Source: an optimization exercise on an open RTL-to-GDS flow (aim: small area). Production flows keep margins and buffers that such runs may drop.
RTL that was checked went through simulation tests only; none was proved equivalent to the original.
For run 2, only the layout was checked, not whether the RTL still works.

==> flow/design.v, too long to show whole: its modules and the start of the top module <==
// module complex_mult: 1935 lines
module complex_mult
#(
    parameter AWIDTH = 16,
    parameter BWIDTH = 16,
    parameter OUTWIDTH = 33
) (
    input  wire clk,
    input  wire [  AWIDTH-1:0] a_real,
    input  wire [  AWIDTH-1:0] a_imag,
    input  wire [  BWIDTH-1:0] b_real,
    input  wire [  BWIDTH-1:0] b_imag,
    input  wire                 valid,
    output wire [OUTWIDTH-1:0] z_real,
    output wire [OUTWIDTH-1:0] z_imag
);
  // ...
==> flow/flow/run.sh <==
#!/bin/bash
# Standard synthesis, then an inverter clean-up around full adders and XOR gates
# (flow/invopt.py), then the standard layout with 1x port buffers.
set -euo pipefail
R=orfs/results/${FLOW_PLATFORM}/complex_mult/base
bash standard.sh synth > synth.log 2>&1
cp $R/1_2_yosys.v $R/1_2_yosys_std.v
python3 flow/invopt.py $R/1_2_yosys_std.v $R/1_2_yosys.v > invopt.log 2>&1
touch $R/1_2_yosys.v
bash standard.sh BUFFER_PORTS_ARGS="-buffer_cell sky130_fd_sc_hd__buf_1" "CTS_ARGS=-sink_clustering_enable -repair_clock_nets -dont_use_dummy_load -buf_list sky130_fd_sc_hd__clkbuf_4 -sink_clustering_size 10 -sink_clustering_max_diameter 50" finish > layout.log 2>&1
==> flow/flow/invopt.py <==
#!/usr/bin/env python3
"""Remove inverters around full adders and XOR gates in a flat sky130 Yosys netlist.

A full adder is self-dual: FA(~a,~b,~c) = (~sum, ~cout), so each fa cell may be
flipped (all its pins complemented) without changing the logic.  An XOR gate can
absorb an inversion on any input or on its output by swapping xor2 <-> xnor2.
Simulated annealing picks flips that minimise the inverters needed; the netlist is
then rewritten with at most one inverter per signal whose complement is used.
A half adder whose output is used only complemented is split into two gates,
and a complement with many loads gets one inverter per few loads.
Registers and every other cell are kept as they are.
usage: invopt.py in.v out.v [unused] [annealing steps]
"""
import re, sys, random
from collections import defaultdict

P = 'sky130_fd_sc_hd__'
INV = {P + 'inv_1', P + 'inv_2', P + 'clkinv_1'}
FA = {P + 'fa_1', P + 'fa_2', P + 'fa_4'}
XOR = {P + 'xor2_1': (P + 'xor2_1', P + 'xnor2_1', 0), P + 'xnor2_1': (P + 'xor2_1', P + 'xnor2_1', 1),
       P + 'xor2_2': (P + 'xor2_2', P + 'xnor2_2', 0), P + 'xnor2_2': (P + 'xor2_2', P + 'xnor2_2', 1),
       P + 'xor3_1': (P + 'xor3_1', P + 'xnor3_1', 0), P + 'xnor3_1': (P + 'xor3_1', P + 'xnor3_1', 1)}
OUTPINS = {'X', 'Y', 'Q', 'Q_N', 'SUM', 'COUT', 'HI', 'LO'}

src = open(sys.argv[1]).read()
mod = re.search(r'^(module\s+\w+\s*\(.*?\);)(.*)^(endmodule)', src, re.S | re.M)
pre, head, body, tail = src[:mod.start()], mod.group(1), mod.group(2), src[mod.start(3):]

cell_re = re.compile(r'^\s*(sky130_fd_sc_hd__\w+)\s+(\\\S+|\S+)\s*\((.*?)\);\n?', re.S | re.M)
pin_re = re.compile(r'\.(\w+)\(\s*(\\\S+\s|[^()\s]+)\s*\)')
cells = []
for mm in cell_re.finditer(body):
    typ, name, pins = mm.groups()
    pm = {p: n.strip() for p, n in pin_re.findall(pins)}
    cells.append([typ, name, pm])
rest = cell_re.sub('', body)

def q(n):
    return n + ' ' if n.startswith('\\') else n

protected = set()   # nets named in assigns or ports: their polarity is fixed
for a in re.findall(r'assign\s+(.*?);', rest, re.S):
    for tok in re.findall(r'\\\S+|[A-Za-z_][\w$]*(?:\[\d+\])?', a):
        protected.add(tok)
ports = set()
for d in re.findall(r'^\s*(?:input|output)\b([^;]*);', rest, re.M):
    for tok in re.findall(r'[A-Za-z_]\w*', d.split(']')[-1]):
        ports.add(tok)
def is_port_net(n):
    return n.split('[')[0] in ports or n in protected

drv = {}
for i, (typ, name, pm) in enumerate(cells):
    for p, n in pm.items():
        if p in OUTPINS:
            drv[n] = i
# Buffers from synthesis (the layout removes them anyway) are dropped here so
# that fanouts are seen as they are.
isbuf = [re.match(P + r'(clk)?buf_\d+$', c[0]) is not None and not is_port_net(c[2].get('X', '')) for c in cells]
thru = {cells[i][2]['X']: cells[i][2]['A'] for i in range(len(cells)) if isbuf[i]}
def unbuf(n):
    while n in thru:
        n = thru[n]
    return n
for i, c in enumerate(cells):
    if not isbuf[i]:
        for p in list(c[2]):
            if p not in OUTPINS:
                c[2][p] = unbuf(c[2][p])
cells = [c for i, c in enumerate(cells) if not isbuf[i]]
drv = {}
for i, (typ, name, pm) in enumerate(cells):
    for p, n in pm.items():
        if p in OUTPINS:
            drv[n] = i
isinv = [c[0] in INV for c in cells]
isfa = [c[0] in FA for c in cells]
isxor = [c[0] in XOR for c in cells]

def resolve(n):
    i = drv.get(n)
    if i is not None and isinv[i] and not is_port_net(n):
        return cells[i][2]['A'], 1
    return n, 0

# loads of each base signal: (cell, pin, w0); w0 = 1 if it currently reads the complement
loads = defaultdict(list)
for i, (typ, name, pm) in enumerate(cells):
    if isinv[i] and not is_port_net(pm['Y']):
        continue
    for p, n in pm.items():
        if p in OUTPINS:
            continue
        b, w = resolve(n)
        loads[b].append((i, p, w))

flip = [0] * len(cells)       # FA: all pins complemented; XOR: output complemented
pinned = set()
for i, (typ, name, pm) in enumerate(cells):
    if isfa[i] or isxor[i]:
        for p, n in pm.items():
            if p in OUTPINS and is_port_net(n):
                pinned.add(i)

def dpol(b):
    i = drv.get(b)
    return flip[i] if i is not None and (isfa[i] or isxor[i]) else 0

def need(b):
    d = dpol(b)
    for (i, p, w) in loads[b]:
        if isxor[i]:
            continue
        wf = w ^ (flip[i] if isfa[i] else 0)
        if wf != d:
            return 1
    return 0

touch = defaultdict(set)
for b, ls in loads.items():
    for (i, p, w) in ls:
        touch[i].add(b)
for b in loads:
    i = drv.get(b)
    if i is not None:
        touch[i].add(b)

before = sum(need(b) for b in loads)
cand = [i for i in range(len(cells)) if (isfa[i] or isxor[i]) and i not in pinned]
best_flip, best = list(flip), before
random.seed(1)
import math
cur = before
# simulated annealing over flips with the exact inverter count
T = 2.0
steps = int(sys.argv[4]) if len(sys.argv) > 4 else 2000000
for k in range(steps):
    i = random.choice(cand)
    bs = touch[i]
    c0 = sum(need(b) for b in bs)
    flip[i] ^= 1
    c1 = sum(need(b) for b in bs)
    d = c1 - c0
    if d <= 0 or random.random() < math.exp(-d / T):
        cur += d
        if cur < best:
            best, best_flip = cur, list(flip)
    else:
        flip[i] ^= 1
    T = max(0.05, 2.0 * (1 - k / steps))
# final greedy polish
flip = list(best_flip)
changed = True
while changed:
    changed = False
    for i in cand:
        bs = touch[i]
        c0 = sum(need(b) for b in bs)
        flip[i] ^= 1
        c1 = sum(need(b) for b in bs)
        if c1 < c0:
            changed = True
        else:
            flip[i] ^= 1
best_flip = list(flip)
best = sum(need(b) for b in loads)
flip = best_flip
print(f'inverters: {sum(isinv)} in netlist, {before} signals needing a complement -> {best}', file=sys.stderr)

# rewrite
compl = {}
newcells = []
def comp_net(b):
    if b not in compl:
        nm = f'_invopt_{len(compl)}_'
        compl[b] = nm
        newcells.append((P + 'inv_1', nm + 'i', {'A': b, 'Y': nm}))
    return compl[b]

out = []
for i, (typ, name, pm) in enumerate(cells):
    if isinv[i] and not is_port_net(pm['Y']):
        continue
    npm = {}
    par = 0
    for p, n in pm.items():
        if p in OUTPINS:
            npm[p] = n
            continue
        b, w = resolve(n)
        d = dpol(b)
        if isxor[i]:
            npm[p] = b
            par ^= w ^ d          # reads b^d physically, wanted b^w
        else:
            wf = w ^ (flip[i] if isfa[i] else 0)
            npm[p] = b if wf == d else comp_net(b)
    if isxor[i]:
        xt, xnt, inv0 = XOR[typ]
        # wanted out = xor(inputs wanted) ^ inv0; physical output = wanted ^ flip
        typ = xnt if (inv0 ^ par ^ flip[i]) else xt
        opin = 'Y' if 'xnor2' in typ else 'X'
        onet = npm.pop('X', None) or npm.pop('Y')
        npm[opin] = onet
    out.append((typ, name, npm))

rev_compl = {}
# A half adder whose sum or carry is used only complemented is split into an
# XOR/XNOR gate and an AND/NAND gate, which drops the inverter at no extra area.
direct = defaultdict(int)
for typ, name, pm in out:
    for p, n in pm.items():
        if p not in OUTPINS:
            direct[n] += 1
inv_of = {b: c for b, c in compl.items()}
dropped = set()
split = []
nsplit = 0
for k, (typ, name, pm) in enumerate(out):
    if typ != P + 'ha_1':
        continue
    sn, cn = pm['SUM'], pm['COUT']
    s_only = sn in inv_of and direct[sn] == 0 and not is_port_net(sn)
    c_only = cn in inv_of and direct[cn] == 0 and not is_port_net(cn)
    if not (s_only or c_only):
        continue
    nsplit += 1
    a, b = pm['A'], pm['B']
    if s_only:
        split.append((P + 'xnor2_1', f'_haopt_{nsplit}_s', {'A': a, 'B': b, 'Y': inv_of[sn]}))
        dropped.add(sn)
    else:
        split.append((P + 'xor2_1', f'_haopt_{nsplit}_s', {'A': a, 'B': b, 'X': sn}))
    if c_only:
        split.append((P + 'nand2_1', f'_haopt_{nsplit}_c', {'A': a, 'B': b, 'Y': inv_of[cn]}))
        dropped.add(cn)
    else:
        split.append((P + 'and2_1', f'_haopt_{nsplit}_c', {'A': a, 'B': b, 'X': cn}))
    out[k] = None
out = [c for c in out if c is not None] + split
newcells = [c for c in newcells if c[2]['A'] not in dropped]
rev_compl = {c: b for b, c in compl.items() if b not in dropped}
print(f'split {nsplit} half adders, dropped {len(dropped)} inverters', file=sys.stderr)

# A complement used by many pins gets one inverter per SPLIT pins instead of a
# single inverter that the layout would have to buffer.
SPLIT = 6
users = defaultdict(list)
for k, (typ, name, pm) in enumerate(out):
    for p, n in pm.items():
        if p not in OUTPINS and n in rev_compl:
            users[n].append((k, p))
extra = []
for cn, us in users.items():
    if len(us) <= SPLIT:
        continue
    b = rev_compl[cn]
    for g in range(1, (len(us) + SPLIT - 1) // SPLIT):
        nn = f'{cn}s{g}_'
        extra.append(nn)
        newcells.append((P + 'inv_1', nn + 'i', {'A': b, 'Y': nn}))
        for (k, p) in us[g * SPLIT:(g + 1) * SPLIT]:
            out[k][2][p] = nn
print(f'added {len(extra)} inverters to split high-fanout complements', file=sys.stderr)

lines = [f'  wire {n};' for n in list(compl.values()) + extra]
for typ, name, pm in newcells + out:
    pins = ', '.join(f'.{p}({q(n)})' for p, n in pm.items())
    lines.append(f'  {typ} {q(name)} ({pins});')
open(sys.argv[2], 'w').write(pre + head + rest + '\n'.join(lines) + '\n' + tail)
==> flow/standard.sh <==
#!/bin/bash
# synth_recipe.tcl (not shown) runs the flow's synth.tcl, then flattens the netlist and writes it again
# the make line also repeats each setting of config.mk as NAME=value (left out here)
make -C /OpenROAD-flow-scripts/flow DESIGN_CONFIG=/design/flow/config.mk WORK_HOME=/design/flow/orfs CLKGATE_MAP_FILE= SYNTH_SCRIPT=/design/flow/synth_recipe.tcl "${@:-finish}"
==> flow/config.mk <==
export PLATFORM = sky130hd
export DESIGN_NAME = complex_mult
export DESIGN_NICKNAME = complex_mult
export VERILOG_FILES = /design/flow/design.v
export SDC_FILE = /design/flow/constraint.sdc
export NUM_CORES = 4
export LEC_CHECK = 0
export ABC_AREA = 1
export CAP_MARGIN = 20
export CORE_MARGIN = 2
export CORE_UTILIZATION = 65
export CTS_BUF_LIST = sky130_fd_sc_hd__clkbuf_4
export PLACE_DENSITY = 0.72
export SLEW_MARGIN = 20
==> flow/constraint.sdc <==
create_clock -name core_clock -period 7.0 [get_ports {clk}]
set_input_delay 1.4000 -clock core_clock [delete_from_list [all_inputs] [get_ports {clk}]]
set_output_delay 1.4000 -clock core_clock [all_outputs]
set_load 0.01 [all_outputs]
==> out/qor.yml, run 1 <==
status: "complete, no violations"
hold_violations: 0
cts_tree: "yes"
hold_path_end: "ar2[10]"
nFlopsAndLatches: 483
drtIter0Drc: 2725
ff2ff_setup_slack_ns: 0.13
grt.busiest_layer: "met2"
drtAntennaViolNets: 0
cp_cell_sequence: "ha_1 -> fa_1 -> fa_1 -> fa_1 -> fa_1 -> fa_1 -> fa_1 -> fa_1 -> fa_1 -> fa_1 -> fa_1 -> fa_1 -> fa_1 -> fa_1 -> fa_1 -> fa_1"
hold-path-cell-count: 0
wl_met1_um: 35000
synth_cells: 2526
clk_latency_ns: 0.88
min_from: "ar1[10]"
cts.sinks: 483
largest_register_ffs: 33
worstSetupStartpointType: "flop"
finClkSkew_ns: 0.0816
max_freq_ghz: 0.146
wl_um: 98400
dpl.cell_count: 3351
reg2reg_depth: 16
worst_path_largest_cell_delay_ns: 0.46
gp_congestion: 1.05
worstSetupPathDepth: 16
relSlewSlack: 0.445
n_antenna_cell: 3
synth.avg_cell_area_um2: 11.8
htreeDepth: 3
most-common-layout-cells: "461 x fa_1, 412 x dfxtp_1, 349 x o22ai_1"
==> run 2, diff against run 1 <==
--- a/flow/design.v
+++ b/flow/design.v
@@ -1591,346 +1591,438 @@
   wire G1546 = g1508 | (p1507 & g1506);
   wire P1547 = p1507 & p1505;
   wire G1548 = g1512 | (p1511 & g1510);
   wire P1549 = p1511 & p1509;
   wire G1550 = g1516 | (p1515 & g1514);
   wire P1551 = p1515 & p1513;
   wire G1552 = g1520 | (p1519 & g1518);
   wire P1553 = p1519 & p1517;
-  wire G1554 = G1524 | (P1525 & G1522);
-  wire P1555 = P1525 & P1523;
-  wire G1556 = G1528 | (P1529 & G1526);
-  wire P1557 = P1529 & P1527;
-  wire G1558 = G1532 | (P1533 & G1530);
-  wire P1559 = P1533 & P1531;
-  wire G1560 = G1536 | (P1537 & G1534);
-  wire P1561 = P1537 & P1535;
-  wire G1562 = G1540 | (P1541 & G1538);
-  wire P1563 = P1541 & P1539;
-  wire G1564 = G1544 | (P1545 & G1542);
-  wire P1565 = P1545 & P1543;
-  wire G1566 = G1548 | (P1549 & G1546);
-  wire P1567 = P1549 & P1547;
-  wire G1568 = G1552 | (P1553 & G1550);
-  wire P1569 = P1553 & P1551;
-  wire G1570 = G1556 | (P1557 & G1554);
-  wire P1571 = P1557 & P1555;
-  wire G1572 = G1560 | (P1561 & G1558);
-  wire P1573 = P1561 & P1559;
-  wire G1574 = G1564 | (P1565 & G1562);
-  wire P1575 = P1565 & P1563;
-  wire G1576 = G1568 | (P1569 & G1566);
-  wire P1577 = P1569 & P1567;
-  wire G1578 = G1572 | (P1573 & G1570);
-  wire P1579 = P1573 & P1571;
-  wire G1580 = G1576 | (P1577 & G1574);
-  wire P1581 = P1577 & P1575;
-  wire G1582 = G1580 | (P1581 & G1578);
-  wire P1583 = P1581 & P1579;
-  wire G1584 = G1574 | (P1575 & G1578);
-  wire P1585 = P1575 & P1579;
-  wire G1586 = G1558 | (P1559 & G1570);
-  wire P1587 = P1559 & P1571;
-  wire G1588 = G1562 | (P1563 & G1578);
-  wire P1589 = P1563 & P1579;
-  wire G1590 = G1566 | (P1567 & G1584);
-  wire P1591 = P1567 & P1585;
-  wire G1592 = G1526 | (P1527 & G1554);
-  wire P1593 = P1527 & P1555;
-  wire G1594 = G1530 | (P1531 & G1570);
-  wire P1595 = P1531 & P1571;
-  wire G1596 = G1534 | (P1535 & G1586);
-  wire P1597 = P1535 & P1587;
-  wire G1598 = G1538 | (P1539 & G1578);
-  wire P1599 = P1539 & P1579;
-  wire G1600 = G1542 | (P1543 & G1588);
-  wire P1601 = P1543 & P1589;
-  wire G1602 = G1546 | (P1547 & G1584);
-  wire P1603 = P1547 & P1585;
-  wire G1604 = G1550 | (P1551 & G1590);
-  wire P1605 = P1551 & P1591;
-  wire G1606 = g1462 | (p1461 & G1522);
-  wire P1607 = p1461 & P1523;
-  wire G1608 = g1466 | (p1465 & G1554);
-  wire P1609 = p1465 & P1555;
-  wire G1610 = g1470 | (p1469 & G1592);
-  wire P1611 = p1469 & P1593;
-  wire G1612 = g1474 | (p1473 & G1570);
-  wire P1613 = p1473 & P1571;
-  wire G1614 = g1478 | (p1477 & G1594);
-  wire P1615 = p1477 & P1595;
-  wire G1616 = g1482 | (p1481 & G1586);
-  wire P1617 = p1481 & P1587;
-  wire G1618 = g1486 | (p1485 & G1596);
-  wire P1619 = p1485 & P1597;
-  wire G1620 = g1490 | (p1489 & G1578);
-  wire P1621 = p1489 & P1579;
-  wire G1622 = g1494 | (p1493 & G1598);
-  wire P1623 = p1493 & P1599;
-  wire G1624 = g1498 | (p1497 & G1588);
-  wire P1625 = p1497 & P1589;
-  wire G1626 = g1502 | (p1501 & G1600);
-  wire P1627 = p1501 & P1601;
-  wire G1628 = g1506 | (p1505 & G1584);
-  wire P1629 = p1505 & P1585;
-  wire G1630 = g1510 | (p1509 & G1602);
-  wire P1631 = p1509 & P1603;
-  wire G1632 = g1514 | (p1513 & G1590);
-  wire P1633 = p1513 & P1591;
-  wire G1634 = g1518 | (p1517 & G1604);
-  wire P1635 = p1517 & P1605;
-  wire sum1636 = p1457 ^ 1'b0;
-  wire sum1637 = p1459 ^ g1521;
-  wire sum1638 = p1461 ^ G1522;
-  wire sum1639 = p1463 ^ G1606;
-  wire sum1640 = p1465 ^ G1554;
-  wire sum1641 = p1467 ^ G1608;
-  wire sum1642 = p1469 ^ G1592;
-  wire sum1643 = p1471 ^ G1610;
-  wire sum1644 = p1473 ^ G1570;
-  wire sum1645 = p1475 ^ G1612;
-  wire sum1646 = p1477 ^ G1594;
-  wire sum1647 = p1479 ^ G1614;
-  wire sum1648 = p1481 ^ G1586;
-  wire sum1649 = p1483 ^ G1616;
-  wire sum1650 = p1485 ^ G1596;
-  wire sum1651 = p1487 ^ G1618;
-  wire sum1652 = p1489 ^ G1578;
-  wire sum1653 = p1491 ^ G1620;
-  wire sum1654 = p1493 ^ G1598;
-  wire sum1655 = p1495 ^ G1622;
-  wire sum1656 = p1497 ^ G1588;
-  wire sum1657 = p1499 ^ G1624;
-  wire sum1658 = p1501 ^ G1600;
-  wire sum1659 = p1503 ^ G1626;
-  wire sum1660 = p1505 ^ G1584;
-  wire sum1661 = p1507 ^ G1628;
-  wire sum1662 = p1509 ^ G1602;
-  wire sum1663 = p1511 ^ G1630;
-  wire sum1664 = p1513 ^ G1590;
-  wire sum1665 = p1515 ^ G1632;
-  wire sum1666 = p1517 ^ G1604;
-  wire sum1667 = p1519 ^ G1634;
-  assign zr_d = {sum1667, sum1666, sum1665, sum1664, sum1663, sum1662, sum1661, sum1660, sum1659, sum1658, sum1657, sum1656, sum1655, sum1654, sum1653, sum1652, sum1651, sum1650, sum1649, sum1648, sum1647, sum1646, sum1645, sum1644, sum1643, sum1642, sum1641, sum1640, sum1639, sum1638, sum1637, sum1636};
-  wire p1668 = k2pp269 ^ s1141;
-  wire g1669 = k2pp269 & s1141;
-  wire p1670 = s1143 ^ c1142;
-  wire g1671 = s1143 & c1142;
-  wire p1672 = s1147 ^ 1'b0;
-  wire g1673 = s1147 & 1'b0;
-  wire p1674 = c1148 ^ s1151;
-  wire g1675 = c1148 & s1151;
-  wire p1676 = c1152 ^ s1157;
-  wire g1677 = c1152 & s1157;
-  wire p1678 = s1163 ^ 1'b0;
-  wire g1679 = s1163 & 1'b0;
-  wire p1680 = s1171 ^ 1'b0;
-  wire g1681 = s1171 & 1'b0;
-  wire p1682 = c1172 ^ s1179;
-  wire g1683 = c1172 & s1179;
-  wire p1684 = c1180 ^ s1189;
-  wire g1685 = c1180 & s1189;
-  wire p1686 = s1199 ^ 1'b0;
-  wire g1687 = s1199 & 1'b0;
-  wire p1688 = c1200 ^ s1211;
-  wire g1689 = c1200 & s1211;
-  wire p1690 = c1212 ^ s1223;
-  wire g1691 = c1212 & s1223;
-  wire p1692 = c1224 ^ s1237;
-  wire g1693 = c1224 & s1237;
-  wire p1694 = s1251 ^ 1'b0;
-  wire g1695 = s1251 & 1'b0;
-  wire p1696 = c1252 ^ s1267;
-  wire g1697 = c1252 & s1267;
-  wire p1698 = c1268 ^ s1283;
-  wire g1699 = c1268 & s1283;
-  wire p1700 = c1284 ^ s1299;
-  wire g1701 = c1284 & s1299;
-  wire p1702 = c1300 ^ s1315;
-  wire g1703 = c1300 & s1315;
-  wire p1704 = c1316 ^ s1331;
-  wire g1705 = c1316 & s1331;
-  wire p1706 = c1332 ^ s1347;
-  wire g1707 = c1332 & s1347;
-  wire p1708 = c1348 ^ s1361;
-  wire g1709 = c1348 & s1361;
-  wire p1710 = c1362 ^ s1375;
-  wire g1711 = c1362 & s1375;
-  wire p1712 = s1387 ^ c1376;
-  wire g1713 = s1387 & c1376;
-  wire p1714 = c1388 ^ s1399;
-  wire g1715 = c1388 & s1399;
-  wire p1716 = c1400 ^ s1409;
-  wire g1717 = c1400 & s1409;
-  wire p1718 = c1410 ^ s1419;
-  wire g1719 = c1410 & s1419;
-  wire p1720 = s1427 ^ c1420;
-  wire g1721 = s1427 & c1420;
-  wire p1722 = c1428 ^ s1435;
-  wire g1723 = c1428 & s1435;
-  wire p1724 = c1436 ^ s1441;
-  wire g1725 = c1436 & s1441;
-  wire p1726 = s1447 ^ c1442;
-  wire g1727 = s1447 & c1442;
-  wire p1728 = c1448 ^ s1451;
-  wire g1729 = c1448 & s1451;
-  wire p1730 = s1455 ^ c1452;
-  wire g1731 = s1455 & c1452;
-  wire p1732 = c1454 ^ c1456;
-  wire g1733 = c1454 & c1456;
-  wire g1734 = g1669 | (p1668 & 1'b0);
-  wire G1735 = g1671 | (p1670 & g1734);
-  wire P1736 = p1670 & p1668;
-  wire G1737 = g1675 | (p1674 & g1673);
-  wire P1738 = p1674 & p1672;
-  wire G1739 = g1679 | (p1678 & g1677);
-  wire P1740 = p1678 & p1676;
-  wire G1741 = g1683 | (p1682 & g1681);
-  wire P1742 = p1682 & p1680;
-  wire G1743 = g1687 | (p1686 & g1685);
-  wire P1744 = p1686 & p1684;
-  wire G1745 = g1691 | (p1690 & g1689);
-  wire P1746 = p1690 & p1688;
-  wire G1747 = g1695 | (p1694 & g1693);
-  wire P1748 = p1694 & p1692;
-  wire G1749 = g1699 | (p1698 & g1697);
-  wire P1750 = p1698 & p1696;
-  wire G1751 = g1703 | (p1702 & g1701);
-  wire P1752 = p1702 & p1700;
-  wire G1753 = g1707 | (p1706 & g1705);
-  wire P1754 = p1706 & p1704;
-  wire G1755 = g1711 | (p1710 & g1709);
-  wire P1756 = p1710 & p1708;
-  wire G1757 = g1715 | (p1714 & g1713);
-  wire P1758 = p1714 & p1712;
-  wire G1759 = g1719 | (p1718 & g1717);
-  wire P1760 = p1718 & p1716;
-  wire G1761 = g1723 | (p1722 & g1721);
-  wire P1762 = p1722 & p1720;
-  wire G1763 = g1727 | (p1726 & g1725);
-  wire P1764 = p1726 & p1724;
-  wire G1765 = g1731 | (p1730 & g1729);
-  wire P1766 = p1730 & p1728;
-  wire G1767 = G1737 | (P1738 & G1735);
-  wire P1768 = P1738 & P1736;
-  wire G1769 = G1741 | (P1742 & G1739);
-  wire P1770 = P1742 & P1740;
-  wire G1771 = G1745 | (P1746 & G1743);
-  wire P1772 = P1746 & P1744;
-  wire G1773 = G1749 | (P1750 & G1747);
-  wire P1774 = P1750 & P1748;
-  wire G1775 = G1753 | (P1754 & G1751);
-  wire P1776 = P1754 & P1752;
-  wire G1777 = G1757 | (P1758 & G1755);
-  wire P1778 = P1758 & P1756;
-  wire G1779 = G1761 | (P1762 & G1759);
-  wire P1780 = P1762 & P1760;
-  wire G1781 = G1765 | (P1766 & G1763);
-  wire P1782 = P1766 & P1764;
-  wire G1783 = G1769 | (P1770 & G1767);
-  wire P1784 = P1770 & P1768;
-  wire G1785 = G1773 | (P1774 & G1771);
-  wire P1786 = P1774 & P1772;
-  wire G1787 = G1777 | (P1778 & G1775);
-  wire P1788 = P1778 & P1776;
-  wire G1789 = G1781 | (P1782 & G1779);
-  wire P1790 = P1782 & P1780;
-  wire G1791 = G1785 | (P1786 & G1783);
-  wire P1792 = P1786 & P1784;
-  wire G1793 = G1789 | (P1790 & G1787);
-  wire P1794 = P1790 & P1788;
-  wire G1795 = G1793 | (P1794 & G1791);
-  wire P1796 = P1794 & P1792;
-  wire G1797 = G1787 | (P1788 & G1791);
-  wire P1798 = P1788 & P1792;
-  wire G1799 = G1771 | (P1772 & G1783);
-  wire P1800 = P1772 & P1784;
-  wire G1801 = G1775 | (P1776 & G1791);
-  wire P1802 = P1776 & P1792;
-  wire G1803 = G1779 | (P1780 & G1797);
-  wire P1804 = P1780 & P1798;
-  wire G1805 = G1739 | (P1740 & G1767);
-  wire P1806 = P1740 & P1768;
-  wire G1807 = G1743 | (P1744 & G1783);
-  wire P1808 = P1744 & P1784;
-  wire G1809 = G1747 | (P1748 & G1799);
-  wire P1810 = P1748 & P1800;
-  wire G1811 = G1751 | (P1752 & G1791);
-  wire P1812 = P1752 & P1792;
-  wire G1813 = G1755 | (P1756 & G1801);
-  wire P1814 = P1756 & P1802;
-  wire G1815 = G1759 | (P1760 & G1797);
-  wire P1816 = P1760 & P1798;
-  wire G1817 = G1763 | (P1764 & G1803);
-  wire P1818 = P1764 & P1804;
-  wire G1819 = g1673 | (p1672 & G1735);
-  wire P1820 = p1672 & P1736;
-  wire G1821 = g1677 | (p1676 & G1767);
-  wire P1822 = p1676 & P1768;
-  wire G1823 = g1681 | (p1680 & G1805);
-  wire P1824 = p1680 & P1806;
-  wire G1825 = g1685 | (p1684 & G1783);
-  wire P1826 = p1684 & P1784;
-  wire G1827 = g1689 | (p1688 & G1807);
-  wire P1828 = p1688 & P1808;
-  wire G1829 = g1693 | (p1692 & G1799);
-  wire P1830 = p1692 & P1800;
-  wire G1831 = g1697 | (p1696 & G1809);
-  wire P1832 = p1696 & P1810;
-  wire G1833 = g1701 | (p1700 & G1791);
-  wire P1834 = p1700 & P1792;
-  wire G1835 = g1705 | (p1704 & G1811);
-  wire P1836 = p1704 & P1812;
-  wire G1837 = g1709 | (p1708 & G1801);
-  wire P1838 = p1708 & P1802;
-  wire G1839 = g1713 | (p1712 & G1813);
-  wire P1840 = p1712 & P1814;
-  wire G1841 = g1717 | (p1716 & G1797);
-  wire P1842 = p1716 & P1798;
-  wire G1843 = g1721 | (p1720 & G1815);
-  wire P1844 = p1720 & P1816;
-  wire G1845 = g1725 | (p1724 & G1803);
-  wire P1846 = p1724 & P1804;
-  wire G1847 = g1729 | (p1728 & G1817);
-  wire P1848 = p1728 & P1818;
-  wire G1849 = g1733 | (p1732 & G1795);
-  wire P1850 = p1732 & P1796;
-  wire sum1851 = p1668 ^ 1'b0;
-  wire sum1852 = p1670 ^ g1734;
-  wire sum1853 = p1672 ^ G1735;
-  wire sum1854 = p1674 ^ G1819;
-  wire sum1855 = p1676 ^ G1767;
-  wire sum1856 = p1678 ^ G1821;
-  wire sum1857 = p1680 ^ G1805;
-  wire sum1858 = p1682 ^ G1823;
-  wire sum1859 = p1684 ^ G1783;
-  wire sum1860 = p1686 ^ G1825;
-  wire sum1861 = p1688 ^ G1807;
-  wire sum1862 = p1690 ^ G1827;
-  wire sum1863 = p1692 ^ G1799;
-  wire sum1864 = p1694 ^ G1829;
-  wire sum1865 = p1696 ^ G1809;
-  wire sum1866 = p1698 ^ G1831;
-  wire sum1867 = p1700 ^ G1791;
-  wire sum1868 = p1702 ^ G1833;
-  wire sum1869 = p1704 ^ G1811;
-  wire sum1870 = p1706 ^ G1835;
-  wire sum1871 = p1708 ^ G1801;
-  wire sum1872 = p1710 ^ G1837;
-  wire sum1873 = p1712 ^ G1813;
-  wire sum1874 = p1714 ^ G1839;
-  wire sum1875 = p1716 ^ G1797;
-  wire sum1876 = p1718 ^ G1841;
-  wire sum1877 = p1720 ^ G1815;
-  wire sum1878 = p1722 ^ G1843;
-  wire sum1879 = p1724 ^ G1803;
-  wire sum1880 = p1726 ^ G1845;
-  wire sum1881 = p1728 ^ G1817;
-  wire sum1882 = p1730 ^ G1847;
-  wire sum1883 = p1732 ^ G1795;
-  assign zi_d = {sum1883, sum1882, sum1881, sum1880, sum1879, sum1878, sum1877, sum1876, sum1875, sum1874, sum1873, sum1872, sum1871, sum1870, sum1869, sum1868, sum1867, sum1866, sum1865, sum1864, sum1863, sum1862, sum1861, sum1860, sum1859, sum1858, sum1857, sum1856, sum1855, sum1854, sum1853, sum1852, sum1851};
+  wire G1554 = g1462 | (p1461 & G1522);
+  wire P1555 = p1461 & P1523;
+  wire G1556 = G1524 | (P1525 & G1522);
+  wire P1557 = P1525 & P1523;
+  wire G1558 = g1470 | (p1469 & G1526);
+  wire P1559 = p1469 & P1527;
+  wire G1560 = G1528 | (P1529 & G1526);
+  wire P1561 = P1529 & P1527;
+  wire G1562 = g1478 | (p1477 & G1530);
+  wire P1563 = p1477 & P1531;
+  wire G1564 = G1532 | (P1533 & G1530);
+  wire P1565 = P1533 & P1531;
+  wire G1566 = g1486 | (p1485 & G1534);
+  wire P1567 = p1485 & P1535;
+  wire G1568 = G1536 | (P1537 & G1534);
+  wire P1569 = P1537 & P1535;
+  wire G1570 = g1494 | (p1493 & G1538);
+  wire P1571 = p1493 & P1539;
+  wire G1572 = G1540 | (P1541 & G1538);
+  wire P1573 = P1541 & P1539;
+  wire G1574 = g1502 | (p1501 & G1542);
+  wire P1575 = p1501 & P1543;
+  wire G1576 = G1544 | (P1545 & G1542);
+  wire P1577 = P1545 & P1543;
+  wire G1578 = g1510 | (p1509 & G1546);
+  wire P1579 = p1509 & P1547;
+  wire G1580 = G1548 | (P1549 & G1546);
+  wire P1581 = P1549 & P1547;
+  wire G1582 = g1518 | (p1517 & G1550);
+  wire P1583 = p1517 & P1551;
+  wire G1584 = G1552 | (P1553 & G1550);
+  wire P1585 = P1553 & P1551;
+  wire G1586 = g1466 | (p1465 & G1556);
+  wire P1587 = p1465 & P1557;
+  wire G1588 = G1526 | (P1527 & G1556);
+  wire P1589 = P1527 & P1557;
+  wire G1590 = G1558 | (P1559 & G1556);
+  wire P1591 = P1559 & P1557;
+  wire G1592 = G1560 | (P1561 & G1556);
+  wire P1593 = P1561 & P1557;
+  wire G1594 = g1482 | (p1481 & G1564);
+  wire P1595 = p1481 & P1565;
+  wire G1596 = G1534 | (P1535 & G1564);
+  wire P1597 = P1535 & P1565;
+  wire G1598 = G1566 | (P1567 & G1564);
+  wire P1599 = P1567 & P1565;
+  wire G1600 = G1568 | (P1569 & G1564);
+  wire P1601 = P1569 & P1565;
+  wire G1602 = g1498 | (p1497 & G1572);
+  wire P1603 = p1497 & P1573;
+  wire G1604 = G1542 | (P1543 & G1572);
+  wire P1605 = P1543 & P1573;
+  wire G1606 = G1574 | (P1575 & G1572);
+  wire P1607 = P1575 & P1573;
+  wire G1608 = G1576 | (P1577 & G1572);
+  wire P1609 = P1577 & P1573;
+  wire G1610 = g1514 | (p1513 & G1580);
+  wire P1611 = p1513 & P1581;
+  wire G1612 = G1550 | (P1551 & G1580);
+  wire P1613 = P1551 & P1581;
+  wire G1614 = G1582 | (P1583 & G1580);
+  wire P1615 = P1583 & P1581;
+  wire G1616 = G1584 | (P1585 & G1580);
+  wire P1617 = P1585 & P1581;
+  wire G1618 = g1474 | (p1473 & G1592);
+  wire P1619 = p1473 & P1593;
+  wire G1620 = G1530 | (P1531 & G1592);
+  wire P1621 = P1531 & P1593;
+  wire G1622 = G1562 | (P1563 & G1592);
+  wire P1623 = P1563 & P1593;
+  wire G1624 = G1564 | (P1565 & G1592);
+  wire P1625 = P1565 & P1593;
+  wire G1626 = G1594 | (P1595 & G1592);
+  wire P1627 = P1595 & P1593;
+  wire G1628 = G1596 | (P1597 & G1592);
+  wire P1629 = P1597 & P1593;
+  wire G1630 = G1598 | (P1599 & G1592);
+  wire P1631 = P1599 & P1593;
+  wire G1632 = G1600 | (P1601 & G1592);
+  wire P1633 = P1601 & P1593;
+  wire G1634 = g1506 | (p1505 & G1608);
+  wire P1635 = p1505 & P1609;
+  wire G1636 = G1546 | (P1547 & G1608);
+  wire P1637 = P1547 & P1609;
+  wire G1638 = G1578 | (P1579 & G1608);
+  wire P1639 = P1579 & P1609;
+  wire G1640 = G1580 | (P1581 & G1608);
+  wire P1641 = P1581 & P1609;
+  wire G1642 = G1610 | (P1611 & G1608);
+  wire P1643 = P1611 & P1609;
+  wire G1644 = G1612 | (P1613 & G1608);
+  wire P1645 = P1613 & P1609;
+  wire G1646 = G1614 | (P1615 & G1608);
+  wire P1647 = P1615 & P1609;
+  wire G1648 = G1616 | (P1617 & G1608);
+  wire P1649 = P1617 & P1609;
+  wire G1650 = g1490 | (p1489 & G1632);
+  wire P1651 = p1489 & P1633;
+  wire G1652 = G1538 | (P1539 & G1632);
+  wire P1653 = P1539 & P1633;
+  wire G1654 = G1570 | (P1571 & G1632);
+  wire P1655 = P1571 & P1633;
+  wire G1656 = G1572 | (P1573 & G1632);
+  wire P1657 = P1573 & P1633;
+  wire G1658 = G1602 | (P1603 & G1632);
+  wire P1659 = P1603 & P1633;
+  wire G1660 = G1604 | (P1605 & G1632);
+  wire P1661 = P1605 & P1633;
+  wire G1662 = G1606 | (P1607 & G1632);
+  wire P1663 = P1607 & P1633;
+  wire G1664 = G1608 | (P1609 & G1632);
+  wire P1665 = P1609 & P1633;
+  wire G1666 = G1634 | (P1635 & G1632);
+  wire P1667 = P1635 & P1633;
+  wire G1668 = G1636 | (P1637 & G1632);
+  wire P1669 = P1637 & P1633;
+  wire G1670 = G1638 | (P1639 & G1632);
+  wire P1671 = P1639 & P1633;
+  wire G1672 = G1640 | (P1641 & G1632);
+  wire P1673 = P1641 & P1633;
+  wire G1674 = G1642 | (P1643 & G1632);
+  wire P1675 = P1643 & P1633;
+  wire G1676 = G1644 | (P1645 & G1632);
+  wire P1677 = P1645 & P1633;
+  wire G1678 = G1646 | (P1647 & G1632);
+  wire P1679 = P1647 & P1633;
+  wire G1680 = G1648 | (P1649 & G1632);
+  wire P1681 = P1649 & P1633;
+  wire sum1682 = p1457 ^ 1'b0;
+  wire sum1683 = p1459 ^ g1521;
+  wire sum1684 = p1461 ^ G1522;
+  wire sum1685 = p1463 ^ G1554;
+  wire sum1686 = p1465 ^ G1556;
+  wire sum1687 = p1467 ^ G1586;
+  wire sum1688 = p1469 ^ G1588;
+  wire sum1689 = p1471 ^ G1590;
+  wire sum1690 = p1473 ^ G1592;
+  wire sum1691 = p1475 ^ G1618;
+  wire sum1692 = p1477 ^ G1620;
+  wire sum1693 = p1479 ^ G1622;
+  wire sum1694 = p1481 ^ G1624;
+  wire sum1695 = p1483 ^ G1626;
+  wire sum1696 = p1485 ^ G1628;
+  wire sum1697 = p1487 ^ G1630;
+  wire sum1698 = p1489 ^ G1632;
+  wire sum1699 = p1491 ^ G1650;
+  wire sum1700 = p1493 ^ G1652;
+  wire sum1701 = p1495 ^ G1654;
+  wire sum1702 = p1497 ^ G1656;
+  wire sum1703 = p1499 ^ G1658;
+  wire sum1704 = p1501 ^ G1660;
+  wire sum1705 = p1503 ^ G1662;
+  wire sum1706 = p1505 ^ G1664;
+  wire sum1707 = p1507 ^ G1666;
+  wire sum1708 = p1509 ^ G1668;
+  wire sum1709 = p1511 ^ G1670;
+  wire sum1710 = p1513 ^ G1672;
+  wire sum1711 = p1515 ^ G1674;
+  wire sum1712 = p1517 ^ G1676;
+  wire sum1713 = p1519 ^ G1678;
+  assign zr_d = {sum1713, sum1712, sum1711, sum1710, sum1709, sum1708, sum1707, sum1706, sum1705, sum1704, sum1703, sum1702, sum1701, sum1700, sum1699, sum1698, sum1697, sum1696, sum1695, sum1694, sum1693, sum1692, sum1691, sum1690, sum1689, sum1688, sum1687, sum1686, sum1685, sum1684, sum1683, sum1682};
+  wire p1714 = k2pp269 ^ s1141;
+  wire g1715 = k2pp269 & s1141;
+  wire p1716 = s1143 ^ c1142;
+  wire g1717 = s1143 & c1142;
+  wire p1718 = s1147 ^ 1'b0;
+  wire g1719 = s1147 & 1'b0;
+  wire p1720 = c1148 ^ s1151;
+  wire g1721 = c1148 & s1151;
+  wire p1722 = c1152 ^ s1157;
+  wire g1723 = c1152 & s1157;
+  wire p1724 = s1163 ^ 1'b0;
+  wire g1725 = s1163 & 1'b0;
+  wire p1726 = s1171 ^ 1'b0;
+  wire g1727 = s1171 & 1'b0;
+  wire p1728 = c1172 ^ s1179;
+  wire g1729 = c1172 & s1179;
+  wire p1730 = c1180 ^ s1189;
+  wire g1731 = c1180 & s1189;
+  wire p1732 = s1199 ^ 1'b0;
+  wire g1733 = s1199 & 1'b0;
+  wire p1734 = c1200 ^ s1211;
+  wire g1735 = c1200 & s1211;
+  wire p1736 = c1212 ^ s1223;
+  wire g1737 = c1212 & s1223;
+  wire p1738 = c1224 ^ s1237;
+  wire g1739 = c1224 & s1237;
+  wire p1740 = s1251 ^ 1'b0;
+  wire g1741 = s1251 & 1'b0;
+  wire p1742 = c1252 ^ s1267;
+  wire g1743 = c1252 & s1267;
+  wire p1744 = c1268 ^ s1283;
+  wire g1745 = c1268 & s1283;
+  wire p1746 = c1284 ^ s1299;
+  wire g1747 = c1284 & s1299;
+  wire p1748 = c1300 ^ s1315;
+  wire g1749 = c1300 & s1315;
+  wire p1750 = c1316 ^ s1331;
+  wire g1751 = c1316 & s1331;
+  wire p1752 = c1332 ^ s1347;
+  wire g1753 = c1332 & s1347;
+  wire p1754 = c1348 ^ s1361;
+  wire g1755 = c1348 & s1361;
+  wire p1756 = c1362 ^ s1375;
+  wire g1757 = c1362 & s1375;
+  wire p1758 = s1387 ^ c1376;
+  wire g1759 = s1387 & c1376;
+  wire p1760 = c1388 ^ s1399;
+  wire g1761 = c1388 & s1399;
+  wire p1762 = c1400 ^ s1409;
+  wire g1763 = c1400 & s1409;
+  wire p1764 = c1410 ^ s1419;
+  wire g1765 = c1410 & s1419;
+  wire p1766 = s1427 ^ c1420;
+  wire g1767 = s1427 & c1420;
+  wire p1768 = c1428 ^ s1435;
+  wire g1769 = c1428 & s1435;
+  wire p1770 = c1436 ^ s1441;
+  wire g1771 = c1436 & s1441;
+  wire p1772 = s1447 ^ c1442;
+  wire g1773 = s1447 & c1442;
+  wire p1774 = c1448 ^ s1451;
+  wire g1775 = c1448 & s1451;
+  wire p1776 = s1455 ^ c1452;
+  wire g1777 = s1455 & c1452;
+  wire p1778 = c1454 ^ c1456;
+  wire g1779 = c1454 & c1456;
+  wire g1780 = g1715 | (p1714 & 1'b0);
+  wire G1781 = g1717 | (p1716 & g1780);
+  wire P1782 = p1716 & p1714;
+  wire G1783 = g1721 | (p1720 & g1719);
+  wire P1784 = p1720 & p1718;
+  wire G1785 = g1725 | (p1724 & g1723);
+  wire P1786 = p1724 & p1722;
+  wire G1787 = g1729 | (p1728 & g1727);
+  wire P1788 = p1728 & p1726;
+  wire G1789 = g1733 | (p1732 & g1731);
+  wire P1790 = p1732 & p1730;
+  wire G1791 = g1737 | (p1736 & g1735);
+  wire P1792 = p1736 & p1734;
+  wire G1793 = g1741 | (p1740 & g1739);
+  wire P1794 = p1740 & p1738;
+  wire G1795 = g1745 | (p1744 & g1743);
+  wire P1796 = p1744 & p1742;
+  wire G1797 = g1749 | (p1748 & g1747);
+  wire P1798 = p1748 & p1746;
+  wire G1799 = g1753 | (p1752 & g1751);
+  wire P1800 = p1752 & p1750;
+  wire G1801 = g1757 | (p1756 & g1755);
+  wire P1802 = p1756 & p1754;
+  wire G1803 = g1761 | (p1760 & g1759);
+  wire P1804 = p1760 & p1758;
+  wire G1805 = g1765 | (p1764 & g1763);
+  wire P1806 = p1764 & p1762;
+  wire G1807 = g1769 | (p1768 & g1767);
+  wire P1808 = p1768 & p1766;
+  wire G1809 = g1773 | (p1772 & g1771);
+  wire P1810 = p1772 & p1770;
+  wire G1811 = g1777 | (p1776 & g1775);
+  wire P1812 = p1776 & p1774;
+  wire G1813 = g1719 | (p1718 & G1781);
+  wire P1814 = p1718 & P1782;
+  wire G1815 = G1783 | (P1784 & G1781);
+  wire P1816 = P1784 & P1782;
+  wire G1817 = g1727 | (p1726 & G1785);
+  wire P1818 = p1726 & P1786;
+  wire G1819 = G1787 | (P1788 & G1785);
+  wire P1820 = P1788 & P1786;
+  wire G1821 = g1735 | (p1734 & G1789);
+  wire P1822 = p1734 & P1790;
+  wire G1823 = G1791 | (P1792 & G1789);
+  wire P1824 = P1792 & P1790;
+  wire G1825 = g1743 | (p1742 & G1793);
+  wire P1826 = p1742 & P1794;
+  wire G1827 = G1795 | (P1796 & G1793);
+  wire P1828 = P1796 & P1794;
+  wire G1829 = g1751 | (p1750 & G1797);
+  wire P1830 = p1750 & P1798;
+  wire G1831 = G1799 | (P1800 & G1797);
+  wire P1832 = P1800 & P1798;
+  wire G1833 = g1759 | (p1758 & G1801);
+  wire P1834 = p1758 & P1802;
+  wire G1835 = G1803 | (P1804 & G1801);
+  wire P1836 = P1804 & P1802;
+  wire G1837 = g1767 | (p1766 & G1805);
+  wire P1838 = p1766 & P1806;
+  wire G1839 = G1807 | (P1808 & G1805);
+  wire P1840 = P1808 & P1806;
+  wire G1841 = g1775 | (p1774 & G1809);
+  wire P1842 = p1774 & P1810;
+  wire G1843 = G1811 | (P1812 & G1809);
+  wire P1844 = P1812 & P1810;
+  wire G1845 = g1723 | (p1722 & G1815);
+  wire P1846 = p1722 & P1816;
+  wire G1847 = G1785 | (P1786 & G1815);
+  wire P1848 = P1786 & P1816;
+  wire G1849 = G1817 | (P1818 & G1815);
+  wire P1850 = P1818 & P1816;
+  wire G1851 = G1819 | (P1820 & G1815);
+  wire P1852 = P1820 & P1816;
+  wire G1853 = g1739 | (p1738 & G1823);
+  wire P1854 = p1738 & P1824;
+  wire G1855 = G1793 | (P1794 & G1823);
+  wire P1856 = P1794 & P1824;
+  wire G1857 = G1825 | (P1826 & G1823);
+  wire P1858 = P1826 & P1824;
+  wire G1859 = G1827 | (P1828 & G1823);
+  wire P1860 = P1828 & P1824;
+  wire G1861 = g1755 | (p1754 & G1831);
+  wire P1862 = p1754 & P1832;
+  wire G1863 = G1801 | (P1802 & G1831);
+  wire P1864 = P1802 & P1832;
+  wire G1865 = G1833 | (P1834 & G1831);
+  wire P1866 = P1834 & P1832;
+  wire G1867 = G1835 | (P1836 & G1831);
+  wire P1868 = P1836 & P1832;
+  wire G1869 = g1771 | (p1770 & G1839);
+  wire P1870 = p1770 & P1840;
+  wire G1871 = G1809 | (P1810 & G1839);
+  wire P1872 = P1810 & P1840;
+  wire G1873 = G1841 | (P1842 & G1839);
+  wire P1874 = P1842 & P1840;
+  wire G1875 = G1843 | (P1844 & G1839);
+  wire P1876 = P1844 & P1840;
+  wire G1877 = g1731 | (p1730 & G1851);
+  wire P1878 = p1730 & P1852;
+  wire G1879 = G1789 | (P1790 & G1851);
+  wire P1880 = P1790 & P1852;
+  wire G1881 = G1821 | (P1822 & G1851);
+  wire P1882 = P1822 & P1852;
+  wire G1883 = G1823 | (P1824 & G1851);
+  wire P1884 = P1824 & P1852;
+  wire G1885 = G1853 | (P1854 & G1851);
+  wire P1886 = P1854 & P1852;
+  wire G1887 = G1855 | (P1856 & G1851);
+  wire P1888 = P1856 & P1852;
+  wire G1889 = G1857 | (P1858 & G1851);
+  wire P1890 = P1858 & P1852;
+  wire G1891 = G1859 | (P1860 & G1851);
+  wire P1892 = P1860 & P1852;
+  wire G1893 = g1763 | (p1762 & G1867);
+  wire P1894 = p1762 & P1868;
+  wire G1895 = G1805 | (P1806 & G1867);
+  wire P1896 = P1806 & P1868;
+  wire G1897 = G1837 | (P1838 & G1867);
+  wire P1898 = P1838 & P1868;
+  wire G1899 = G1839 | (P1840 & G1867);
+  wire P1900 = P1840 & P1868;
+  wire G1901 = G1869 | (P1870 & G1867);
+  wire P1902 = P1870 & P1868;
+  wire G1903 = G1871 | (P1872 & G1867);
+  wire P1904 = P1872 & P1868;
+  wire G1905 = G1873 | (P1874 & G1867);
+  wire P1906 = P1874 & P1868;
+  wire G1907 = G1875 | (P1876 & G1867);
+  wire P1908 = P1876 & P1868;
+  wire G1909 = g1747 | (p1746 & G1891);
+  wire P1910 = p1746 & P1892;
+  wire G1911 = G1797 | (P1798 & G1891);
+  wire P1912 = P1798 & P1892;
+  wire G1913 = G1829 | (P1830 & G1891);
+  wire P1914 = P1830 & P1892;
+  wire G1915 = G1831 | (P1832 & G1891);
+  wire P1916 = P1832 & P1892;
+  wire G1917 = G1861 | (P1862 & G1891);
+  wire P1918 = P1862 & P1892;
+  wire G1919 = G1863 | (P1864 & G1891);
+  wire P1920 = P1864 & P1892;
+  wire G1921 = G1865 | (P1866 & G1891);
+  wire P1922 = P1866 & P1892;
+  wire G1923 = G1867 | (P1868 & G1891);
+  wire P1924 = P1868 & P1892;
+  wire G1925 = G1893 | (P1894 & G1891);
+  wire P1926 = P1894 & P1892;
+  wire G1927 = G1895 | (P1896 & G1891);
+  wire P1928 = P1896 & P1892;
+  wire G1929 = G1897 | (P1898 & G1891);
+  wire P1930 = P1898 & P1892;
+  wire G1931 = G1899 | (P1900 & G1891);
+  wire P1932 = P1900 & P1892;
+  wire G1933 = G1901 | (P1902 & G1891);
+  wire P1934 = P1902 & P1892;
+  wire G1935 = G1903 | (P1904 & G1891);
+  wire P1936 = P1904 & P1892;
+  wire G1937 = G1905 | (P1906 & G1891);
+  wire P1938 = P1906 & P1892;
+  wire G1939 = G1907 | (P1908 & G1891);
+  wire P1940 = P1908 & P1892;
+  wire G1941 = g1779 | (p1778 & G1939);
+  wire P1942 = p1778 & P1940;
+  wire sum1943 = p1714 ^ 1'b0;
+  wire sum1944 = p1716 ^ g1780;
+  wire sum1945 = p1718 ^ G1781;
+  wire sum1946 = p1720 ^ G1813;
+  wire sum1947 = p1722 ^ G1815;
+  wire sum1948 = p1724 ^ G1845;
+  wire sum1949 = p1726 ^ G1847;
+  wire sum1950 = p1728 ^ G1849;
+  wire sum1951 = p1730 ^ G1851;
+  wire sum1952 = p1732 ^ G1877;
+  wire sum1953 = p1734 ^ G1879;
+  wire sum1954 = p1736 ^ G1881;
+  wire sum1955 = p1738 ^ G1883;
+  wire sum1956 = p1740 ^ G1885;
+  wire sum1957 = p1742 ^ G1887;
+  wire sum1958 = p1744 ^ G1889;
+  wire sum1959 = p1746 ^ G1891;
+  wire sum1960 = p1748 ^ G1909;
+  wire sum1961 = p1750 ^ G1911;
+  wire sum1962 = p1752 ^ G1913;
+  wire sum1963 = p1754 ^ G1915;
+  wire sum1964 = p1756 ^ G1917;
+  wire sum1965 = p1758 ^ G1919;
+  wire sum1966 = p1760 ^ G1921;
+  wire sum1967 = p1762 ^ G1923;
+  wire sum1968 = p1764 ^ G1925;
+  wire sum1969 = p1766 ^ G1927;
+  wire sum1970 = p1768 ^ G1929;
+  wire sum1971 = p1770 ^ G1931;
+  wire sum1972 = p1772 ^ G1933;
+  wire sum1973 = p1774 ^ G1935;
+  wire sum1974 = p1776 ^ G1937;
+  wire sum1975 = p1778 ^ G1939;
+  assign zi_d = {sum1975, sum1974, sum1973, sum1972, sum1971, sum1970, sum1969, sum1968, sum1967, sum1966, sum1965, sum1964, sum1963, sum1962, sum1961, sum1960, sum1959, sum1958, sum1957, sum1956, sum1955, sum1954, sum1953, sum1952, sum1951, sum1950, sum1949, sum1948, sum1947, sum1946, sum1945, sum1944, sum1943};
   always @(posedge clk) begin
     zr7 <= zr_d; zi7 <= zi_d;
   end
   assign z_real = {zr7[31], zr7};
   assign z_imag = zi7;
 endmodule
--- a/flow/flow/invopt.py
+++ b/flow/flow/invopt.py
@@ -1,18 +1,16 @@
 #!/usr/bin/env python3
 """Remove inverters around full adders and XOR gates in a flat sky130 Yosys netlist.
 
 A full adder is self-dual: FA(~a,~b,~c) = (~sum, ~cout), so each fa cell may be
 flipped (all its pins complemented) without changing the logic.  An XOR gate can
 absorb an inversion on any input or on its output by swapping xor2 <-> xnor2.
 Simulated annealing picks flips that minimise the inverters needed; the netlist is
 then rewritten with at most one inverter per signal whose complement is used.
-A half adder whose output is used only complemented is split into two gates,
-and a complement with many loads gets one inverter per few loads.
 Registers and every other cell are kept as they are.
 usage: invopt.py in.v out.v [unused] [annealing steps]
 """
 import re, sys, random
 from collections import defaultdict
 
 P = 'sky130_fd_sc_hd__'
 INV = {P + 'inv_1', P + 'inv_2', P + 'clkinv_1'}
@@ -44,35 +42,16 @@
         protected.add(tok)
 ports = set()
 for d in re.findall(r'^\s*(?:input|output)\b([^;]*);', rest, re.M):
     for tok in re.findall(r'[A-Za-z_]\w*', d.split(']')[-1]):
         ports.add(tok)
 def is_port_net(n):
     return n.split('[')[0] in ports or n in protected
 
-drv = {}
-for i, (typ, name, pm) in enumerate(cells):
-    for p, n in pm.items():
-        if p in OUTPINS:
-            drv[n] = i
-# Buffers from synthesis (the layout removes them anyway) are dropped here so
-# that fanouts are seen as they are.
-isbuf = [re.match(P + r'(clk)?buf_\d+$', c[0]) is not None and not is_port_net(c[2].get('X', '')) for c in cells]
-thru = {cells[i][2]['X']: cells[i][2]['A'] for i in range(len(cells)) if isbuf[i]}
-def unbuf(n):
-    while n in thru:
-        n = thru[n]
-    return n
-for i, c in enumerate(cells):
-    if not isbuf[i]:
-        for p in list(c[2]):
-            if p not in OUTPINS:
-                c[2][p] = unbuf(c[2][p])
-cells = [c for i, c in enumerate(cells) if not isbuf[i]]
 drv = {}
 for i, (typ, name, pm) in enumerate(cells):
     for p, n in pm.items():
         if p in OUTPINS:
             drv[n] = i
 isinv = [c[0] in INV for c in cells]
 isfa = [c[0] in FA for c in cells]
 isxor = [c[0] in XOR for c in cells]
@@ -199,72 +178,13 @@
         xt, xnt, inv0 = XOR[typ]
         # wanted out = xor(inputs wanted) ^ inv0; physical output = wanted ^ flip
         typ = xnt if (inv0 ^ par ^ flip[i]) else xt
         opin = 'Y' if 'xnor2' in typ else 'X'
         onet = npm.pop('X', None) or npm.pop('Y')
         npm[opin] = onet
     out.append((typ, name, npm))
 
-rev_compl = {}
-# A half adder whose sum or carry is used only complemented is split into an
-# XOR/XNOR gate and an AND/NAND gate, which drops the inverter at no extra area.
-direct = defaultdict(int)
-for typ, name, pm in out:
-    for p, n in pm.items():
-        if p not in OUTPINS:
-            direct[n] += 1
-inv_of = {b: c for b, c in compl.items()}
-dropped = set()
-split = []
-nsplit = 0
-for k, (typ, name, pm) in enumerate(out):
-    if typ != P + 'ha_1':
-        continue
-    sn, cn = pm['SUM'], pm['COUT']
-    s_only = sn in inv_of and direct[sn] == 0 and not is_port_net(sn)
-    c_only = cn in inv_of and direct[cn] == 0 and not is_port_net(cn)
-    if not (s_only or c_only):
-        continue
-    nsplit += 1
-    a, b = pm['A'], pm['B']
-    if s_only:
-        split.append((P + 'xnor2_1', f'_haopt_{nsplit}_s', {'A': a, 'B': b, 'Y': inv_of[sn]}))
-        dropped.add(sn)
-    else:
-        split.append((P + 'xor2_1', f'_haopt_{nsplit}_s', {'A': a, 'B': b, 'X': sn}))
-    if c_only:
-        split.append((P + 'nand2_1', f'_haopt_{nsplit}_c', {'A': a, 'B': b, 'Y': inv_of[cn]}))
-        dropped.add(cn)
-    else:
-        split.append((P + 'and2_1', f'_haopt_{nsplit}_c', {'A': a, 'B': b, 'X': cn}))
-    out[k] = None
-out = [c for c in out if c is not None] + split
-newcells = [c for c in newcells if c[2]['A'] not in dropped]
-rev_compl = {c: b for b, c in compl.items() if b not in dropped}
-print(f'split {nsplit} half adders, dropped {len(dropped)} inverters', file=sys.stderr)
-
-# A complement used by many pins gets one inverter per SPLIT pins instead of a
-# single inverter that the layout would have to buffer.
-SPLIT = 6
-users = defaultdict(list)
-for k, (typ, name, pm) in enumerate(out):
-    for p, n in pm.items():
-        if p not in OUTPINS and n in rev_compl:
-            users[n].append((k, p))
-extra = []
-for cn, us in users.items():
-    if len(us) <= SPLIT:
-        continue
-    b = rev_compl[cn]
-    for g in range(1, (len(us) + SPLIT - 1) // SPLIT):
-        nn = f'{cn}s{g}_'
-        extra.append(nn)
-        newcells.append((P + 'inv_1', nn + 'i', {'A': b, 'Y': nn}))
-        for (k, p) in us[g * SPLIT:(g + 1) * SPLIT]:
-            out[k][2][p] = nn
-print(f'added {len(extra)} inverters to split high-fanout complements', file=sys.stderr)
-
-lines = [f'  wire {n};' for n in list(compl.values()) + extra]
+lines = [f'  wire {n};' for n in compl.values()]
 for typ, name, pm in newcells + out:
     pins = ', '.join(f'.{p}({q(n)})' for p, n in pm.items())
     lines.append(f'  {typ} {q(name)} ({pins});')
 open(sys.argv[2], 'w').write(pre + head + rest + '\n'.join(lines) + '\n' + tail)
==> run 2 against run 1 <==
  * First-iteration DRC count is 35% lower
  * Maximum frequency up 1.5%
  * Clock-buffer cell count shrank 7
  * Sequential share of layout area fell by 1.1 points
  * Non-clock buffer count is 8 lower
  * Still clean
==> out/qor.yml, run 2 <==
status: "complete, no violations"  # unchanged
cts_max_path_buffers: 3  # unchanged
drt_first_pass_iters: 6  # was 9
rsz0062_at_grt: "no"
grt_pass1_wl_um: 122000  # was 146000 µm
hp-class: "flop to flop"  # unchanged
critical-path-top-delay-family: "adder cells"  # unchanged
gp_congestion: 0.980  # was 1.05
fill_cells: 3683  # was 3037
post-place-ws_ns: 0.214  # was 0.123 ns
die_area_um2: 50900  # was 47400 µm²
htreeDepth: 2  # was 3
cap_violations: 0  # unchanged
hold_violations: 0  # unchanged
cpMaxStageDelayCell: "fa_1"  # unchanged
syn_area_um2: 31900  # was 29700 µm²
worst_path_largest_cell_delay_ns: 0.43  # was 0.46 ns
drtIter0Drc: 1762  # was 2725
setup_viol: 0  # unchanged
wl_um: 79000  # was 98400 µm
antenna_found_initial: 4  # unchanged
path_clk_slew_ns: 0.10  # was 0.11 ns
max_freq_ghz: 0.148  # was 0.146 GHz
via_count: 21500  # was 22000
crit_top_cell: "fa_1"  # unchanged
critPathKind: "flop to flop"  # unchanged
synth_cells: 2850  # was 2526
cts.sinks: 483  # unchanged
drtAntennaViolNets: 0  # unchanged
rows: 81  # was 78
start_util: 0.655  # was 0.657
synthesis.nets: 3448  # was 3127
grt_pass1_vias: 21600  # was 23700
worst_slack_ns: 0.233  # was 0.132 ns
crit_path_end_kind: "flop"  # unchanged
relSlewSlack: 0.369  # was 0.445
drv_slew: 0  # unchanged
core-area_um2: 48700  # was 45200 µm²
cp_cell_sequence: "ha_1 -> fa_1 -> fa_1 -> fa_1 -> fa_1 -> fa_1 -> fa_1 -> fa_1 -> fa_1 -> fa_1 -> fa_1 -> fa_1 -> fa_2 -> fa_1 -> fa_1 -> fa_1"  # was ha_1 -> fa_1 -> fa_1 -> fa_1 -> fa_1 -> fa_1 -> fa_1 -> fa_1 -> fa_1 -> fa_1 -> fa_1 -> fa_1 -> fa_1 -> fa_1 -> fa_1 -> fa_1
io_buffers: 131  # unchanged
dp.final_hpwl_um: 64100  # was 77400 µm
track_usage: 0.320  # was 0.430
layout-drive-gt1-share: 0.113  # was 0.0816
grt_max_degree: 65  # was 61
via_per_inst: 5.90  # was 6.42
cts_tree: "yes"  # unchanged
grt_overflow_total: 0  # unchanged
cts_buffers: 59  # was 66
fin_nets: 3580  # was 3422
io_pins: 132  # unchanged
area_growth_pct: 4.67  # was 8.77%
die_width_um: 226  # was 218 µm
fin_crit_sh: 0.967  # was 0.981
hold_slack_ns: 0.271  # was 0.288 ns
reg_top3: "zi7: 33 flops, zr7: 32 flops"  # unchanged
top_register: "zi7"  # unchanged
worst_ep_arrival_time_ns: 7.43  # was 7.63 ns
synth.avg_cell_area_um2: 11.2  # was 11.8 µm²
cts_root_buf: "clkbuf_4"  # unchanged
final.min_clock_period_ns: 6.77  # was 6.87 ns
yosys_warnings: 1  # unchanged
finalSetupTns_ns: 0  # unchanged
worstSetupStartpointType: "flop"  # unchanged
cp_max_fo: 2  # unchanged
finClkSkew_ns: 0.149  # was 0.0816 ns
drcViolationCount: 0  # unchanged
die_h_um: 226  # was 218 µm
required_ns: 7.67  # was 7.76 ns
wl_per_cell_um: 21.6  # was 28.8 µm
path_buf_inv: 0  # unchanged
clk_latency_ns: 0.87  # was 0.88 ns
final_common_cell: "fa_1"  # unchanged
tightest_slew_ns: 0.946  # was 0.833 ns
largest_register_ffs: 33  # unchanged
most-common-layout-cells: "440 x fa_1, 419 x dfxtp_1, 337 x nand2_1"  # was 461 x fa_1, 412 x dfxtp_1, 349 x o22ai_1
run 2: metal layers:
| layer | track usage | routed length, µm |
|---|---|---|
| met1 | 0.425 | 31600 |
| met2 | 0.516 | 36800 |
| met3 | 0.0581 | 6620 |
| met4 | 0.140 | 3890 |
| met5 | 0 | 0 |
run 2: worst paths after layout:
kind / start / depth (start not counted) / slack (ns) / to
worst max-delay path: ar5[0] / 16 / 0.23 / ps1[15]
worst min-delay path: ar4[5] / 0 / 0.27 / ar5[5]
worst max register to register: ar5[0] / 16 / 0.23 / ps1[15]
worst min register to register: ar4[5] / 0 / 0.27 / ar5[5]
run 2: area by class of cell:
class	instances	area (µm²)	share of cell area
antenna	5	12.5	0.000375
clock buffer	59	443	0.0133
inverter	242	922	0.0276
multi-input combinational	1976	19700	0.590
sequential	483	10300	0.309
tap	664	831	0.0249
timing repair buffer	220	1160	0.0348
run 2: through the flow:
stage | utilization | cell area [µm²] | cells
4_1_cts | 0.685 | 33400 | 3644
3_5_place_dp | 0.676 | 32900 | 3585
6_report | 0.685 | 33400 | 3649
3_3_place_gp | 0.676 | 32900 | 3585
5_1_grt | 0.685 | 33400 | 3648
2_1_floorplan | - | 31900 | 2850
run 2: worst reg2reg max path, stage by stage, from the launching register on:
cell and delay [ns]:
dfxtp_1 0.33, ha_1 0.22, fa_1 0.38, fa_1 0.39, fa_1 0.40, fa_1 0.39
fa_1 0.40, fa_1 0.39, fa_1 0.39, fa_1 0.39, fa_1 0.42, fa_1 0.41
fa_1 0.41, fa_2 0.39, fa_1 0.41, fa_1 0.42, fa_1 0.43
run 2: repair_timing:
| action | 4_1_cts | 5_1_grt |
|---|---|---|
| endpoints found under the setup margin | 0 | 1 |
| resized for setup | 0 | 1 |
| hold buffers | 0 | 0 |
| buffers inserted | 0 | 0 |

## port drivers added, routing unchanged
The flow's constraints put no driver on any port. The routed layouts listed below were extracted and timed again, unchanged, in two steps. Step 1: set_driving_cell puts a clkbuf_16 on clk and a buf_2 on each other input, an assumption about the parent block. Step 2 moves the port delays by t, midway between the first and last clock arrival at a register: inputs arrive t later, outputs are due t later. That takes back most of the time a late clock gives input paths. Three values: ideal ports, drivers, drivers and shift; two values: the first two.
| run | t (ns) | setup slack, ns | worst setup path after step 2 | slew at the worst register clock pin (ns) | cell pins on the clock port's net |
|---|---|---|---|---|---|
| run 1 | 0.888 | 0.132 / 0.132 / 0.132 | register to register | 0.12 / 0.12 | 1 |
| run 2 | 0.855 | 0.233 / 0.233 / 0.233 | register to register | 0.11 / 0.11 | 1 |
After both steps every run listed still meets setup and hold.
